What follows belongs to an exercise in optimizing a design on an open flow for small area, a short achievable clock period and few clock cycles per item; a production flow would make more cautious choices. The RTL was checked by simulation tests, not by an equivalence proof against the original design.

Design HitTest, start of the top module:
module HitTest(
    input clk,
    input rst,
    input start,
    input rsel,
    input [15:0] x,
    input [15:0] y,
    input [15:0] notex,
    input [15:0] notey,
    input signed [15:0] indx,
    input signed [15:0] indy,
    output valJR,
    output valE,
    output valr,
    output valR,
    output reg ready
);
Size: roughly 1800 cells after synthesis, ~70 flip-flops, ~110 I/O pins.
make LEC_CHECK=0 CAP_MARGIN=20 CORE_MARGIN=2 CORE_UTILIZATION=40 SETUP_SLACK_MARGIN=1 SLEW_MARGIN=20 SYNTH_HIERARCHICAL=1 SYNTH_MINIMUM_KEEP_SIZE=0 finish   # period 10.0 ns
run.sh (not shown) runs the stock make flow with config.mk's settings and CLKGATE_MAP_FILE= SYNTH_SCRIPT=/design/flow/synth_recipe.tcl, a recipe that flattens the netlist after the stock synthesis.
The first run completed with no timing, DRC or antenna violations.
Testbench counts at the start, summed over its fixed seeds: cycles 16,000, items 16,000.
Then changed:
--- a/flow/config.mk
+++ b/flow/config.mk
@@ -10,3 +10,3 @@
 export CORE_UTILIZATION = 40
-export SETUP_SLACK_MARGIN = 1
+export SETUP_SLACK_MARGIN = 2.5
 export SLEW_MARGIN = 20
Via count rises by 1.8%.
Setup slack improves by 0.94 ns.
Then changed:
--- a/flow/config.mk
+++ b/flow/config.mk
@@ -10,2 +10,4 @@
 export CORE_UTILIZATION = 40
+export CTS_CLUSTER_DIAMETER = 500
+export CTS_CLUSTER_SIZE = 100
 export SETUP_SLACK_MARGIN = 2.5
Outcome: The new run finished clean. Setup slack stays the same. Flip-flop and latch count is unchanged. Non-clock buffer count stays the same. First-iteration DRC count is unchanged. Critical path depth does not change. Die area stays the same. Clock-buffer cell count is unchanged. Utilization stays the same.
Then changed:
--- a/flow/config.mk
+++ b/flow/config.mk
@@ -10,5 +10,3 @@
 export CORE_UTILIZATION = 40
-export CTS_CLUSTER_DIAMETER = 500
-export CTS_CLUSTER_SIZE = 100
-export SETUP_SLACK_MARGIN = 2.5
+export SETUP_SLACK_MARGIN = 3
 export SLEW_MARGIN = 20
The new run went through all stages and came out clean.
Sequential share of layout area stays flat.
Die area stays the same.
Final cell count barely changes.
Global-route usage came out higher by 0.21 points.
Final area rises slightly.
Worst hold slack loses 0.097 ns.
Via count fell slightly.
Maximum frequency climbs slightly.
Utilization is higher by 0.30 points.
Then changed:
--- a/flow/config.mk
+++ b/flow/config.mk
@@ -9,4 +9,4 @@
 export CORE_MARGIN = 2
-export CORE_UTILIZATION = 40
-export SETUP_SLACK_MARGIN = 3
+export CORE_UTILIZATION = 60
+export SETUP_SLACK_MARGIN = 2.5
 export SLEW_MARGIN = 20
After rerunning: Area after synthesis is unchanged; worst setup slack improved by 0.075 ns; routed wire length falls by 5.3%; count of clock-buffer cells in the layout is unchanged; critical path depth falls by 2; design area falls by about 1.6%; sequential cell count does not change; first-iteration DRC count falls by 9.9%; global-route usage rises by 10 points.

========
## P
HitTest, a different RTL version from the one above (not shown whole).
For scale: ~1500 cells after synthesis, about 66 flip-flops, about 110 I/O pins, about 14000 um2 of cells after synthesis.
==> flow/config.mk <==
export PLATFORM = sky130hd
export DESIGN_NAME = HitTest
export DESIGN_NICKNAME = HitTest
export VERILOG_FILES = /design/flow/design.v
export SDC_FILE = /design/flow/constraint.sdc
export NUM_CORES = 4
export LEC_CHECK = 0
export CAP_MARGIN = 20
export CORE_MARGIN = 2
export CORE_UTILIZATION = 60
export SETUP_SLACK_MARGIN = 3.3
export SLEW_MARGIN = 20
export SYNTH_HIERARCHICAL = 1
export SYNTH_MINIMUM_KEEP_SIZE = 0
==> flow/constraint.sdc <==
create_clock -name core_clock -period 10.0 [get_ports {clk}]
set_input_delay 2.0000 -clock core_clock [delete_from_list [all_inputs] [get_ports {clk}]]
set_output_delay 2.0000 -clock core_clock [all_outputs]
set_load 0.01 [all_outputs]
standard.sh (not shown) runs the stock make flow with config.mk's settings and CLKGATE_MAP_FILE= SYNTH_SCRIPT=/design/flow/synth_recipe.tcl, a recipe that flattens the netlist after the stock synthesis.
==> flow/flow/run.sh <==
#!/bin/bash
set -euo pipefail
B="BUFFER_PORTS_ARGS=-buffer_cell sky130_fd_sc_hd__buf_1"
R=orfs/results/sky130hd/HitTest/base
bash standard.sh "$B" floorplan > standard_floorplan.log 2>&1
cat > upsize.tcl <<EOT
read_liberty $FLOW_HOME/platforms/sky130hd/lib/sky130_fd_sc_hd__tt_025C_1v80.lib
read_db $R/2_floorplan.odb
set n 0
foreach inst [[ord::get_db_block] getInsts] {
  set name [\$inst getName]
  if {[[\$inst getMaster] getName] eq "sky130_fd_sc_hd__dfxtp_1" && [string match {na[xy]*} \$name]} {
    replace_cell \$name sky130_fd_sc_hd__dfxtp_4
    incr n
  }
}
puts "upsized \$n registers"
write_db $R/2_floorplan.odb
EOT
openroad -no_init -exit upsize.tcl > upsize.log 2>&1
bash standard.sh "$B" SETUP_MOVE_SEQUENCE=sizeup,swap finish > standard_finish.log 2>&1
P finished every stage and its layout cleared the timing, design-rule and antenna checks.
Testbench counts of P, summed over its fixed seeds: cycles 16,000, items 16,000.
The inputs of Q differ from those of P as listed below.
- a change of CORE_UTILIZATION from 60 to 70
--- a/flow/flow/run.sh
+++ b/flow/flow/run.sh
@@ -10,5 +10,5 @@
 foreach inst [[ord::get_db_block] getInsts] {
   set name [\$inst getName]
-  if {[[\$inst getMaster] getName] eq "sky130_fd_sc_hd__dfxtp_1" && [string match {na[xy]*} \$name]} {
+  if {[[\$inst getMaster] getName] eq "sky130_fd_sc_hd__dfxtp_1" && [string match {[nm][ab][xy]*} \$name]} {
     replace_cell \$name sky130_fd_sc_hd__dfxtp_4
     incr n
## What came out
Q did not stop at any stage, and its layout met the timing, design-rule and antenna checks.
Q vs P: instance count after placement with tap cells included down by a few percent
In the metrics for P and Q, the one carrying the lower global-route usage is P.
A cell with the largest stage delay on the worst path of fa_1 is what Q shows, while fa_2 belongs to P.
Q: ratio of routed vias to standard cells higher than P
Instance area after placement: Q > P
Layout overhead on the synthesized area delta (Q -> P): insignificant
Per the comparison of Q with P, sequential share of layout area higher; wire length higher; global-route wire length before repair higher; total half-perimeter wirelength after legalization and detailed placement lower.
## Diff of input files: R against Q
- swapping 70 for 60 in CORE_UTILIZATION
- swapping 3.3 for 2.5 in SETUP_SLACK_MARGIN
==> flow/run.sh (new file) <==
#!/bin/bash
# synth_recipe.tcl (not shown) runs the flow's synth.tcl, then flattens the netlist and writes it again
# the make line also repeats each setting of config.mk as NAME=value (left out here)
make -C /OpenROAD-flow-scripts/flow DESIGN_CONFIG=/design/flow/config.mk WORK_HOME=/design/flow/orfs CLKGATE_MAP_FILE= SYNTH_SCRIPT=/design/flow/synth_recipe.tcl finish
removed: flow/flow/run.sh
removed: flow/standard.sh
==> results.txt <==
- Floorplan die height, R and Q: higher on R
- R vs. Q: maximum operating frequency went up by 1.8%.
- Summary of R over Q: count of clock buffers in the final design now sits higher.
- Diff R and Q: routed wire length higher in Q
- As far as count of flip-flops with a built-in enable after synthesis goes, R and Q are indistinguishable; the numbers are identical.
- [R] final cycle utilization of the critical path fell 1.3 points relative to Q
- R vs Q, global-route wire length before repair went down by 6500 um.
- Compare R and Q | per-cell via count in the routed design higher: Q
[inputs] S vs R
- SETUP_SLACK_MARGIN changed from 2.5 to 3.0
==> flow/flow/run.sh (new file) <==
#!/bin/bash
set -euo pipefail
B="BUFFER_PORTS_ARGS=-buffer_cell sky130_fd_sc_hd__buf_1"
R=orfs/results/sky130hd/HitTest/base
bash standard.sh "$B" floorplan > standard_floorplan.log 2>&1
cat > upsize.tcl <<EOT
read_liberty $FLOW_HOME/platforms/sky130hd/lib/sky130_fd_sc_hd__tt_025C_1v80.lib
read_db $R/2_floorplan.odb
set n 0
foreach inst [[ord::get_db_block] getInsts] {
  set name [\$inst getName]
  if {[[\$inst getMaster] getName] eq "sky130_fd_sc_hd__dfxtp_1" && [string match {[nm][ab][xy]*} \$name]} {
    replace_cell \$name sky130_fd_sc_hd__dfxtp_4
    incr n
  }
}
puts "upsized \$n registers"
write_db $R/2_floorplan.odb
EOT
openroad -no_init -exit upsize.tcl > upsize.log 2>&1
bash standard.sh "$B" SETUP_MOVE_SEQUENCE=sizeup,swap finish > standard_finish.log 2>&1
==> flow/standard.sh (new file) <==
#!/bin/bash
# synth_recipe.tcl (not shown) runs the flow's synth.tcl, then flattens the netlist and writes it again
# the make line also repeats each setting of config.mk as NAME=value (left out here)
make -C /OpenROAD-flow-scripts/flow DESIGN_CONFIG=/design/flow/config.mk WORK_HOME=/design/flow/orfs CLKGATE_MAP_FILE= SYNTH_SCRIPT=/design/flow/synth_recipe.tcl "${@:-finish}"
removed: flow/run.sh
Notes after the runs:
- The layout overhead on the synthesized area in S sits 4.1 points below the value recorded for R.
- Count of clock-buffer cells in the layout | S below R
- When the final numbers for R and S were put side by side, the worst hold slack turned out to be greater in R.

port drivers added, routing unchanged:
The flow's constraints put no driver on any port. The routed layouts listed below were extracted and timed again, unchanged, in two steps.
Step 1: set_driving_cell puts a clkbuf_16 on clk and a buf_2 on each other input, an assumption about the parent block.
Step 2 adds t to the input delays and takes it off the output delays; t is the mean of the earliest and latest rising clock arrival at the registers after step 1. Input paths then give back, and output paths get back, about the clock's delay inside the block.
Three values: no drivers, after step 1, after step 2; two values: the first two.
run | t, ns | setup slack, ns | clock arrival spread, ns | slew at the worst register clock pin (ns) | cell pins on the clock port's net
the first run of note 1 | 0.396 | 1.331 / 1.283 / 1.678 | 0.007 / 0.007 | 0.06 / 0.06 | 1
the second run of note 1 | 0.398 | 2.272 / 2.220 / 2.438 | 0.006 / 0.006 | 0.06 / 0.06 | 1
the third run of note 1 | 0.398 | 2.272 / 2.220 / 2.438 | 0.006 / 0.006 | 0.06 / 0.06 | 1
the fourth run of note 1 | 0.415 | 2.317 / 2.266 / 2.681 | 0.011 / 0.011 | 0.07 / 0.07 | 1
the fifth run of note 1 | 0.381 | 2.392 / 2.349 / 2.408 | 0.007 / 0.007 | 0.06 / 0.06 | 1
P | 0.385 | 2.879 / 2.833 / 3.063 | 0.011 / 0.011 | 0.07 / 0.07 | 1
Q | 0.380 | 2.591 / 2.545 / 2.924 | 0.009 / 0.009 | 0.06 / 0.06 | 1
R | 0.359 | 2.722 / 2.685 / 2.483 | 0.009 / 0.009 | 0.06 / 0.06 | 1
S | 0.372 | 3.132 / 3.090 / 2.986 | 0.007 / 0.008 | 0.06 / 0.06 | 1
After both steps every run listed still meets setup and hold. For R, which loses most, drivers alone change the setup slack by -0.037 ns; drivers and shift together by -0.239 ns.
